Background: an optimization exercise with open tools, aiming at small area. Do not read the settings as production practice.
Where RTL was checked, it was by simulation tests only, not by an equivalence proof against the original.
Power figures rest on the tool's default switching activity, not on a simulated workload.

==> flow/design.v (excerpt) <==
module ram_single_port(
    input clk,
    input write_en,
    input reset,
    input [6:0] addr,
    input [7:0] data_in,
    output reg [7:0] data_out
);
reg [7:0] memory [63:0];
wire [63:0] s, sn;
wire [7:0] wd, col, wcol, wcoln, wrow, wrown;
wire rd, rdn;
ram_ctrl u_ctrl (
    .write_en(write_en), .reset(reset), .addr(addr[5:0]), .data_in(data_in),
    .wcol(wcol), .wcoln(wcoln), .wrow(wrow), .wrown(wrown), .wd(wd), .col(col),
    .rd(rd), .rdn(rdn)
);
genvar w;
generate
    for (w = 0; w < 64; w = w + 1) begin : wordg
        ram_wsel u_wsel (.col(wcol[w % 8]), .coln(wcoln[w % 8]), .row(wrow[w / 8]), .rown(wrown[w / 8]),
                         .s(s[w]), .sn(sn[w]));
    end
endgenerate
integer i;
always @(posedge clk) begin
    for (i = 0; i < 64; i = i + 1)
        memory[i] <= (memory[i] & {8{sn[i]}}) | (wd & {8{s[i]}});
end
wire [7:0] rdata;
genvar b, h;
generate
    for (b = 0; b < 8; b = b + 1) begin : bitg
        wire [7:0] rowbit;
        for (h = 0; h < 8; h = h + 1) begin : rowg
            ram_rowsel u_row (
                .d({memory[8*h+7][b], memory[8*h+6][b], memory[8*h+5][b], memory[8*h+4][b],
  ...
Size in the first run: roughly 1700 cells after synthesis.
export LEC_CHECK = 0
export CAP_MARGIN = 20
export CORE_MARGIN = 2
export CORE_UTILIZATION = 55
export GPL_TIMING_DRIVEN = 0
export SLEW_MARGIN = 20
export SYNTH_HIERARCHICAL = 1
export SYNTH_MINIMUM_KEEP_SIZE = 0
create_clock -name core_clock -period 5.0 [get_ports {clk}]
standard.sh (not shown) runs the stock make flow with config.mk's settings and CLKGATE_MAP_FILE= SYNTH_SCRIPT=/design/flow/synth_recipe.tcl, a recipe that flattens the netlist after the stock synthesis.
==> flow/flow/run.sh <==
#!/bin/bash
# Standard ORFS layout (the standard.sh) with two changes:
# - clock tree: no dummy loads, clkbuf_8 buffers, sink clusters of up to 16
#   flip-flops within 60 um
# - port buffers: buf_1 instead of the default choice
# ORFS writes each step's log under orfs/logs/; make's own output goes to
# standard.log here.
set -euo pipefail
export CTS_ARGS="-sink_clustering_enable -repair_clock_nets -dont_use_dummy_load -buf_list sky130_fd_sc_hd__clkbuf_8 -sink_clustering_size 16 -sink_clustering_max_diameter 60"
export BUFFER_PORTS_ARGS="-buffer_cell sky130_fd_sc_hd__buf_1"
bash standard.sh > standard.log 2>&1
The starting point completed without violations.
Change:
CORE_UTILIZATION = 65   (was 55)
GPL_TIMING_DRIVEN = not set   (was 0)
Outcome: The new run completed without violations; clock power falls by a few percent; worst setup slack is better by 310 ps; power falls by a few percent; die area falls by about a fifth; sequential power is about the same; critical path depth falls by 2; combinational power falls by roughly a tenth; global-route usage rises by 2.2 points; wire length falls by a little under a tenth; utilization rises by 6.0 points.
Change:
==> flow/run.sh (new file) <==
#!/bin/bash
# synth_recipe.tcl (not shown) runs the flow's synth.tcl, then flattens the netlist and writes it again
# the make line also repeats each setting of config.mk as NAME=value (left out here)
make -C /OpenROAD-flow-scripts/flow DESIGN_CONFIG=/design/flow/config.mk WORK_HOME=/design/flow/orfs CLKGATE_MAP_FILE= SYNTH_SCRIPT=/design/flow/synth_recipe.tcl finish
CORE_UTILIZATION = 55   (was 65)
CTS_BUF_LIST = sky130_fd_sc_hd__clkbuf_8   (was not set)
CTS_CLUSTER_DIAMETER = 60   (was not set)
CTS_CLUSTER_SIZE = 16   (was not set)
removed: flow/flow/run.sh
removed: flow/standard.sh
Outcome: The new run passed the timing, DRC and antenna checks; global-route usage is lower by 3.7 points; clock power is higher by 17%; setup slack degrades by 400 ps.
Change:
==> flow/flow/run.sh (new file) <==
#!/bin/bash
# Standard ORFS layout (the standard.sh) with two changes:
# - clock tree: no dummy loads, clkbuf_8 buffers, sink clusters of up to 16
#   flip-flops within 60 um
# - port buffers: buf_1 instead of the default choice
# ORFS writes each step's log under orfs/logs/; make's own output goes to
# standard.log here.
set -euo pipefail
export CTS_ARGS="-sink_clustering_enable -repair_clock_nets -dont_use_dummy_load -buf_list sky130_fd_sc_hd__clkbuf_8 -sink_clustering_size 16 -sink_clustering_max_diameter 60"
export BUFFER_PORTS_ARGS="-buffer_cell sky130_fd_sc_hd__buf_1"
bash standard.sh > standard.log 2>&1
==> flow/standard.sh (new file) <==
#!/bin/bash
# synth_recipe.tcl (not shown) runs the flow's synth.tcl, then flattens the netlist and writes it again
# the make line also repeats each setting of config.mk as NAME=value (left out here)
make -C /OpenROAD-flow-scripts/flow DESIGN_CONFIG=/design/flow/config.mk WORK_HOME=/design/flow/orfs CLKGATE_MAP_FILE= SYNTH_SCRIPT=/design/flow/synth_recipe.tcl "${@:-finish}"
CTS_BUF_LIST = not set   (was sky130_fd_sc_hd__clkbuf_8)
CTS_CLUSTER_DIAMETER = not set   (was 60)
CTS_CLUSTER_SIZE = not set   (was 16)
removed: flow/run.sh
=> Power drops by 3.4%. Setup slack improves by 180 ps. Synthesized area does not change. Register-to-register slack is about the same. Maximum frequency went up by 4.9%. Clock power came out lower by 12%. Wire length climbs by about 1.9%. Design area decreases by 1.8%. Utilization came out lower by 1.1 points.

* * *

The RTL this note starts from:
==> flow/design.v <==
`timescale 1ns/1ps
module ram_single_port(
    input clk,
    input write_en,
    input reset,
    input [6:0] addr,
    input [7:0] data_in,
    output reg [7:0] data_out
);
reg [7:0] memory [63:0];
wire [2:0] lo = addr[2:0];
wire [2:0] hi = addr[5:3];
wire [7:0] wdata = data_in & {8{~reset}};
wire [7:0] col = 8'd1 << lo;               
wire [7:0] wcol = reset ? 8'hff : (write_en ? col : 8'h00);
wire [7:0] row = reset ? 8'hff : (8'd1 << hi);
integer i;
always @(posedge clk) begin
    for (i = 0; i < 64; i = i + 1)
        if (wcol[i % 8] & row[i / 8])
            memory[i] <= wdata;
end
wire [7:0] rdata;
genvar b, h;
generate
    for (b = 0; b < 8; b = b + 1) begin : bitg
        wire [7:0] rowbit;
        for (h = 0; h < 8; h = h + 1) begin : rowg
            ram_ao8 u_col (
                .d({memory[8*h+7][b], memory[8*h+6][b], memory[8*h+5][b], memory[8*h+4][b],
                    memory[8*h+3][b], memory[8*h+2][b], memory[8*h+1][b], memory[8*h+0][b]}),
                .s(col), .y(rowbit[h]));
        end
        ram_ao8 u_row (.d(rowbit), .s(row), .y(rdata[b]));
    end
endgenerate
always @(posedge clk) begin
    if (!reset && !write_en)
        data_out <= rdata;
end
endmodule
module ram_ao8(
    input [7:0] d,
    input [7:0] s,
    output y
);
assign y = |(d & s);
endmodule
Settings: LEC_CHECK=0, CAP_MARGIN=20, CORE_MARGIN=2, CORE_UTILIZATION=45, SLEW_MARGIN=20, SYNTH_HIERARCHICAL=1, SYNTH_MINIMUM_KEEP_SIZE=0; clock period 5.0 ns.
run.sh (not shown) runs the stock make flow with config.mk's settings and CLKGATE_MAP_FILE= SYNTH_SCRIPT=/design/flow/synth_recipe.tcl, a recipe that flattens the netlist after the stock synthesis.
Stock flow here: none of the scripts above is used.
Change:
Settings changed: CORE_UTILIZATION 45 to 70, CTS_BUF_LIST from default to sky130_fd_sc_hd__clkbuf_4.
Result: Routed wire length grows by 0.98%. Count of clock-buffer cells in the layout increases by 118. Critical path depth came out lower by 1. Via count grows by 8.4%. First-iteration DRC count came out higher by about 60%. Clock power came out lower by about 9%.
No run of this note included a check of the RTL's function; only the layout flow was run.

* * *

## v6
ram_single_port, a different RTL version from the one above (not shown whole).
For scale: roughly 1700 cells after synthesis, about 26 I/O pins, about 0.019 mm2 of cells after synthesis.
==> flow/config.mk <==
export PLATFORM = sky130hd
export DESIGN_NAME = ram_single_port
export DESIGN_NICKNAME = ram_single_port
export VERILOG_FILES = /design/flow/design.v
export SDC_FILE = /design/flow/constraint.sdc
export NUM_CORES = 4
export LEC_CHECK = 0
export CAP_MARGIN = 20
export CORE_MARGIN = 2
export CORE_UTILIZATION = 55
export SLEW_MARGIN = 20
export SYNTH_HIERARCHICAL = 1
export SYNTH_MINIMUM_KEEP_SIZE = 0
==> flow/constraint.sdc <==
create_clock -name core_clock -period 5.0 [get_ports {clk}]
set_input_delay 1.0000 -clock core_clock [delete_from_list [all_inputs] [get_ports {clk}]]
set_output_delay 1.0000 -clock core_clock [all_outputs]
set_load 0.01 [all_outputs]
standard.sh (not shown) runs the stock make flow with config.mk's settings and CLKGATE_MAP_FILE= SYNTH_SCRIPT=/design/flow/synth_recipe.tcl, a recipe that flattens the netlist after the stock synthesis.
==> flow/flow/run.sh <==
#!/bin/bash
# Standard ORFS layout (the standard.sh) with three changes:
# - before global placement, flow/upsize.tcl removes the synthesis buffers
#   and gives high-fanout drivers a stronger size of the same cell family
# - clock tree: no dummy loads, clkbuf_8 buffers, sink clusters of up to 16
#   flip-flops within 80 um
# - port buffers: buf_1 instead of the default choice
# ORFS writes each step's log under orfs/logs/; make's own output goes to
# standard.log here.
set -euo pipefail
export PRE_GLOBAL_PLACE_TCL="$PWD/flow/upsize.tcl"
export CTS_ARGS="-sink_clustering_enable -repair_clock_nets -dont_use_dummy_load -buf_list sky130_fd_sc_hd__clkbuf_8 -sink_clustering_size 16 -sink_clustering_max_diameter 80"
export BUFFER_PORTS_ARGS="-buffer_cell sky130_fd_sc_hd__buf_1"
bash standard.sh > standard.log 2>&1
==> flow/flow/upsize.tcl <==
# Before global placement: remove synthesis buffers (as the standard step
# does next anyway), then give each high-fanout combinational driver the
# smallest drive strength of its family that can carry its estimated load,
# so that placement's repair does not have to split the net with buffers.
# An inv_1 driving 8 or more loads becomes at least an inv_2 (same area).
remove_buffers
set per_load 0.0075
set margin 1.3
array set maxcap {inv_1 0.1813 inv_2 0.3314 inv_4 0.5631 inv_6 0.7828 inv_8 1.0355 and2_1 0.1584 and2_2 0.3030 and2_4 0.5393 and3_1 0.1575 and3_2 0.3095 and3_4 0.5328 and4_1 0.1611 and4_2 0.3003 and4_4 0.5319 nand2_1 0.1666 nand2_2 0.2957 nand2_4 0.5301 nand2_8 0.9338 nand3_1 0.1465 nand3_2 0.2600 nand3_4 0.4697 nor2_1 0.0861 nor2_2 0.1419 nor2_4 0.2518 nor2_8 0.4331 nor3_1 0.0522 nor3_2 0.0925 nor3_4 0.1538 or2_1 0.1648 or2_2 0.2994 or2_4 0.5145 or3_1 0.1676 or3_2 0.3104 or3_4 0.5319}
set block [ord::get_db_block]
set n_resized 0
foreach inst [$block getInsts] {
  set mname [[$inst getMaster] getName]
  if { ![regexp {^sky130_fd_sc_hd__([a-z0-9]+)_(\d+)$} $mname -> fam size] } {
    continue
  }
  if { ![info exists maxcap(${fam}_$size)] } { continue }
  set net ""
  foreach it [$inst getITerms] {
    if { [$it isOutputSignal] } { set net [$it getNet] }
  }
  if { $net == "" || $net == "NULL" } { continue }
  set fanout 0
  foreach it [$net getITerms] {
    if { [$it isInputSignal] } { incr fanout }
  }
  if { $mname == "sky130_fd_sc_hd__inv_1" && $fanout >= 8 } {
    # inv_2 has the same area as inv_1
    set need [expr { max($fanout * $per_load * $margin, 0.2) }]
  } elseif { $fanout < 12 } {
    continue
  } else {
    set need [expr { $fanout * $per_load * $margin }]
  }
  if { $maxcap(${fam}_$size) >= $need } { continue }
  foreach s {1 2 4 6 8} {
    if { $s <= $size || ![info exists maxcap(${fam}_$s)] } { continue }
    if { $maxcap(${fam}_$s) >= $need } {
      puts "upsize [$inst getName] $mname -> sky130_fd_sc_hd__${fam}_$s (fanout $fanout)"
      replace_cell [$inst getName] sky130_fd_sc_hd__${fam}_$s
      incr n_resized
      break
    }
  }
}
puts "upsized $n_resized drivers"
v6 completed every stage of the flow, and the final layout passed the timing, DRC and antenna checks.
#### Input delta (v19 over v6)
-- flow/flow/upsize.tcl --
<<< v6, line 7
set per_load 0.0075
set margin 1.3
array set maxcap {inv_1 0.1813 inv_2 0.3314 inv_4 0.5631 inv_6 0.7828 inv_8 1.0355 and2_1 0.1584 and2_2 0.3030 and2_4 0.5393 and3_1 0.1575 and3_2 0.3095 and3_4 0.5328 and4_1 0.1611 and4_2 0.3003 and4_4 0.5319 nand2_1 0.1666 nand2_2 0.2957 nand2_4 0.5301 nand2_8 0.9338 nand3_1 0.1465 nand3_2 0.2600 nand3_4 0.4697 nor2_1 0.0861 nor2_2 0.1419 nor2_4 0.2518 nor2_8 0.4331 nor3_1 0.0522 nor3_2 0.0925 nor3_4 0.1538 or2_1 0.1648 or2_2 0.2994 or2_4 0.5145 or3_1 0.1676 or3_2 0.3104 or3_4 0.5319}
>>> v19, line 7
set per_load 0.0075
set margin 1.2
array set maxcap {inv_1 0.1813 inv_2 0.3314 inv_4 0.5631 inv_6 0.7828 inv_8 1.0355 and2_1 0.1584 and2_2 0.3030 and2_4 0.5393 and3_1 0.1575 and3_2 0.3095 and3_4 0.5328 and4_1 0.1611 and4_2 0.3003 and4_4 0.5319 nand2_1 0.1666 nand2_2 0.2957 nand2_4 0.5301 nand2_8 0.9338 nand3_1 0.1465 nand3_2 0.2600 nand3_4 0.4697 nor2_1 0.0861 nor2_2 0.1419 nor2_4 0.2518 nor2_8 0.4331 nor3_1 0.0522 nor3_2 0.0925 nor3_4 0.1538 or2_1 0.1648 or2_2 0.2994 or2_4 0.5145 or3_1 0.1676 or3_2 0.3104 or3_4 0.5319}
### Flow results
In the metrics for v19 and v6, the one carrying the higher share of the clock period used by the worst path is v19.
Delta (v19 minus v6): number of cells traversed by the worst register-to-register path ~0 delta; maximum count of clock buffers along a single path ~0 delta; number of filler cells placed in the layout ~0 delta.
Compared with v6, v19 supports a lower clock frequency.
Going from v6 to v19, combinational fraction of design power dropped 0.3 points; worst setup slack now sits lower; average vias per placed instance fell by 0.92%; sequential share of layout area climbed 0.27 points; time the final worst path needs with I/O delays and setup rose 0.083 ns.
Cell area after layout, v19 vs v6: down slightly

[afterwards: timing with drivers on the ports]
How much do the figures lean on ideal ports? The routed layouts below were timed once more, with nothing changed but the port constraints. Step 1, drivers: a clkbuf_16 drives clk and a buf_2 each remaining input, both assumed. Step 2 adds t to the input delays and takes it off the output delays; t is the mean of the earliest and latest rising clock arrival at the registers after step 1. Input paths then give back, and output paths get back, about the clock's delay inside the block. Slacks: ideal ports / drivers / drivers and shift; pairs: ideal ports / drivers.
| run | shift t [ns] | setup WS [ns] | hold slack, ns |
|---|---|---|---|
| the first run of note 1 | 0.666 | 1.282 / 1.307 / 0.641 | 0.474 / 0.474 / 0.474 |
| the second run of note 1 | 0.605 | 1.596 / 1.613 / 1.008 | 0.471 / 0.471 / 0.471 |
| the third run of note 1 | 0.637 | 1.198 / 1.229 / 0.591 | 0.479 / 0.479 / 0.479 |
| the fourth run of note 1 | 0.658 | 1.377 / 1.391 / 0.733 | 0.476 / 0.476 / 0.476 |
| the first run of note 2 | 0.614 | 1.348 / 1.371 / 0.757 | 0.788 / 0.788 / 0.788 |
| the second run of note 2 | 0.797 | 1.727 / 1.739 / 0.942 | 0.722 / 0.722 / 0.722 |
| v6 | 0.607 | 1.414 / 1.408 / 0.801 | 0.478 / 0.478 / 0.478 |
| v19 | 0.631 | 1.331 / 1.348 / 0.717 | 0.474 / 0.474 / 0.474 |
After both steps every run listed still meets setup and hold. For the second run of note 2, which loses most, drivers alone change the setup slack by +0.012 ns; drivers and shift together by -0.785 ns.
